Background: an optimization exercise with open tools, aiming at small area and a short achievable clock period. Do not read the settings as production practice.
Where RTL was checked, it was by simulation tests only, not by an equivalence proof against the original.
Power and IR drop assume default switching activity.

Setup of alpha:
// bfu_dif_top
module bfu_dif_top
  #(parameter  Q_POINT = 8,
    parameter  TW_ROM_DEPTH = 4,
    parameter ADDR_W = $clog2(TW_ROM_DEPTH),
    parameter TW_ROM_FILE = "tw_rom_p_8_st_1_q_8.mem")
   (
     input clk,
     input reset_n,
     input [31:0] a,
     input [31:0] b,
     input [ADDR_W-1:0] tw_addr,
     output [31:0] c_plus,
     output [31:0] c_minus
   );
Settings: LEC_CHECK=0, CAP_MARGIN=20, CORE_MARGIN=2, CORE_UTILIZATION=40, SETUP_SLACK_MARGIN=4.0, SLEW_MARGIN=20; clock period 6.5 ns.
standard.sh (not shown) runs the stock make flow with config.mk's settings and CLKGATE_MAP_FILE= SYNTH_SCRIPT=/design/flow/synth_recipe.tcl, a recipe that flattens the netlist after the stock synthesis.
==> flow/flow/run.sh <==
#!/bin/bash
# Standard layout, with the ports buffered by buf_2 cells instead of the
# cell buffer_ports picks by default, and a clock tree with larger sink
# clusters and no dummy loads. Each ORFS step logs under orfs/logs/.
set -euo pipefail
bash standard.sh BUFFER_PORTS_ARGS="-buffer_cell sky130_fd_sc_hd__buf_2" \
  CTS_ARGS="-sink_clustering_enable -repair_clock_nets -dont_use_dummy_load -sink_clustering_size 18 -sink_clustering_max_diameter 60 -buf_list sky130_fd_sc_hd__clkbuf_8" \
  finish > standard.log 2>&1
Here is what was changed in the inputs of beta compared with alpha.
--- a/flow/flow/run.sh
+++ b/flow/flow/run.sh
@@ -6,3 +6,3 @@
 bash standard.sh BUFFER_PORTS_ARGS="-buffer_cell sky130_fd_sc_hd__buf_2" \
-  CTS_ARGS="-sink_clustering_enable -repair_clock_nets -dont_use_dummy_load -sink_clustering_size 18 -sink_clustering_max_diameter 60 -buf_list sky130_fd_sc_hd__clkbuf_8" \
+  CTS_ARGS="-sink_clustering_enable -repair_clock_nets -dont_use_dummy_load -sink_clustering_size 30 -sink_clustering_max_diameter 80" \
   finish > standard.log 2>&1
==> notes.md <==
- ~same worst endpoint required time in beta and alpha
- beta and alpha ended up with nearly the same final standard cell utilization of the core.
- From alpha to beta, number of distinct library cell variants in the gate-level netlist after synthesis did not move at all.
- There was hardly any difference in flip-flop and latch count between beta and alpha.
- STATUS setup slack: beta wins against alpha
- | transition time of the tightest slew-check pin | beta vs alpha | 0.017 ns lower |
The inputs of gamma differ from those of beta as listed below.
==> flow/flow/run.sh <==
#!/bin/bash
# Standard layout, with the ports buffered by buf_1 cells instead of the
# cell buffer_ports picks by default, and a clock tree with larger sink
# clusters and no dummy loads. Each ORFS step logs under orfs/logs/.
set -euo pipefail
bash standard.sh BUFFER_PORTS_ARGS="-buffer_cell sky130_fd_sc_hd__buf_1" \
  CTS_ARGS="-sink_clustering_enable -repair_clock_nets -dont_use_dummy_load -sink_clustering_size 30 -sink_clustering_max_diameter 80" \
  finish > standard.log 2>&1
Results
gamma completed; timing, DRC and antenna clean. gamma has signed area change from the synthesized netlist to the final layout below what beta had. Changes observed in gamma relative to beta: power consumed by sequential cells level, total via count in the routed design moved down, area of all placed cells without fillers moved down, register share of the cell area moved up, worst setup timing slack at the placement stage moved up. Setup slack after layout in gamma vs beta: down 0.062 ns. For wire length, beta and gamma come out practically identical. Of beta and gamma, the run reporting the higher met2 layer wire length in the routed design was beta.
No functional check of the RTL was part of any run of this note.

========
== build 97 ==
bfu_dif_top, a different RTL version from the one above (not shown whole).
For scale: roughly 440 flip-flops, roughly 130 I/O pins.
export LEC_CHECK = 0
export CAP_MARGIN = 20
export CORE_MARGIN = 2
export CORE_UTILIZATION = 40
export SETUP_SLACK_MARGIN = 4.0
export SLEW_MARGIN = 20
create_clock -name core_clock -period 6.5 [get_ports {clk}]
==> flow/flow/run.sh <==
#!/bin/bash
# Standard layout, with the ports buffered by buf_2 cells instead of the
# cell buffer_ports picks by default, and a clock tree with larger sink
# clusters and no dummy loads. Each ORFS step logs under orfs/logs/.
set -euo pipefail
bash standard.sh BUFFER_PORTS_ARGS="-buffer_cell sky130_fd_sc_hd__buf_2" \
  CTS_ARGS="-sink_clustering_enable -repair_clock_nets -dont_use_dummy_load -sink_clustering_size 18 -sink_clustering_max_diameter 60 -buf_list sky130_fd_sc_hd__clkbuf_8" \
  finish > standard.log 2>&1
--- input diff build 97..build 82 ---
# build 97
export LEC_CHECK = 0
export CAP_MARGIN = 20
export CORE_MARGIN = 2
export CORE_UTILIZATION = 40
export SETUP_SLACK_MARGIN = 4.0
export SLEW_MARGIN = 20
create_clock -name core_clock -period 6.5 [get_ports {clk}]
# build 82
export LEC_CHECK = 0
export CAP_MARGIN = 20
export CORE_MARGIN = 2
export CORE_UTILIZATION = 40
export SETUP_SLACK_MARGIN = 3.7
export SLEW_MARGIN = 20
create_clock -name core_clock -period 6.5 [get_ports {clk}]
==> flow/flow/run.sh <==
#!/bin/bash
# Standard layout, with the ports buffered by buf_2 cells instead of the
# cell buffer_ports picks by default. Each ORFS step logs under orfs/logs/.
set -euo pipefail
bash standard.sh BUFFER_PORTS_ARGS="-buffer_cell sky130_fd_sc_hd__buf_2" finish > standard.log 2>&1
Notes after the runs:
- Lower post-route worst setup slack goes to build 82 over build 97.
- Between build 97 and build 82, share of the final layout cell area in multi-input gates decreased.
- Measured against each other, build 97 and build 82 differ in worst-case reg-to-reg path depth, the lower figure coming from build 82.
- Build 82 reports a higher area overhead of the layout relative to synthesis than build 97 does.
- The cell with the largest stage delay on the worst path comes out sky130_fd_sc_hd__fa_1 in one run and sky130_fd_sc_hd__fa_2 in the other, namely in build 82 and build 97 respectively.
- Build 82 — part of the total power dissipated in combinational logic 9.7 points lower, build 97 as reference
- Higher critical path depth was reported by build 97, not build 82.
- Fmax (higher): build 97
- In the final reports, the cell area of build 82 is larger than that of build 97.
- Compared with build 97, in build 82 post-DP HPWL fell 230 um, wire length of the first global-routing pass rose 320 um, number of buffers between clock root and the deepest sink about even.
What build 51 does differently from build 82 at the input level:
# build 82
export LEC_CHECK = 0
export CAP_MARGIN = 20
export CORE_MARGIN = 2
export CORE_UTILIZATION = 40
export SETUP_SLACK_MARGIN = 3.7
export SLEW_MARGIN = 20
create_clock -name core_clock -period 6.5 [get_ports {clk}]
# build 51
export LEC_CHECK = 0
export CAP_MARGIN = 20
export CORE_MARGIN = 2
export CORE_UTILIZATION = 60
export PLACE_DENSITY = 0.75
export SETUP_SLACK_MARGIN = 4.0
export SLEW_MARGIN = 20
create_clock -name core_clock -period 6.5 [get_ports {clk}]
==> flow/flow/run.sh <==
#!/bin/bash
# Standard layout, with the ports buffered by buf_2 cells instead of the
# cell buffer_ports picks by default, and a clock tree with larger sink
# clusters and no dummy loads. Each ORFS step logs under orfs/logs/.
set -euo pipefail
bash standard.sh BUFFER_PORTS_ARGS="-buffer_cell sky130_fd_sc_hd__buf_2" \
  CTS_ARGS="-sink_clustering_enable -repair_clock_nets -dont_use_dummy_load -sink_clustering_size 30 -sink_clustering_max_diameter 80" \
  finish > standard.log 2>&1
==> notes.md <==
Build 51 vs. build 82: global-route met2 utilization went up by 12 points.
Number of placed cells counting well taps of build 51 falls short of that of build 82 by a little under 10%.
Diff build 82 -> build 51: tap cell instance count dropped 201; number of ordinary and repair buffers in the finished layout climbed 52.

-- port drivers added, routing unchanged --
How much do the figures lean on ideal ports? The routed layouts below were timed once more, with nothing changed but the port constraints. Step 1: set_driving_cell puts a clkbuf_16 on clk and a buf_2 on each other input, an assumption about the parent block. Step 2 adds t to the input delays and takes it off the output delays; t is the mean of the earliest and latest rising clock arrival at the registers after step 1. Input paths then give back, and output paths get back, about the clock's delay inside the block. Three values: no drivers, after step 1, after step 2; two values: the first two.
| run | t, ns | setup WS [ns] | hold WS [ns] | worst register clock-pin slew, ns | worst slew at a driven data input, ns |
|---|---|---|---|---|---|
| alpha | 0.619 | 3.872 / 3.872 / 3.502 | 0.284 / 0.284 / 0.284 | 0.10 / 0.10 | 0.05 |
| beta | 0.595 | 3.888 / 3.888 / 3.527 | 0.295 / 0.295 / 0.295 | 0.10 / 0.10 | 0.05 |
| gamma | 0.599 | 3.826 / 3.826 / 3.550 | 0.301 / 0.301 / 0.301 | 0.10 / 0.10 | 0.04 |
| build 97 | 0.611 | 3.936 / 3.936 / 3.461 | 0.305 / 0.305 / 0.305 | 0.10 / 0.10 | 0.06 |
| build 82 | 0.625 | 3.829 / 3.829 / 3.418 | 0.316 / 0.316 / 0.316 | 0.06 / 0.06 | 0.06 |
| build 51 | 0.556 | 3.915 / 3.915 / 3.510 | 0.295 / 0.295 / 0.295 | 0.10 / 0.10 | 0.05 |
After both steps setup and hold are still met in every run listed. The setup slack of build 97, which loses most, moves by 0.000 ns with the drivers and by -0.475 ns with both steps.
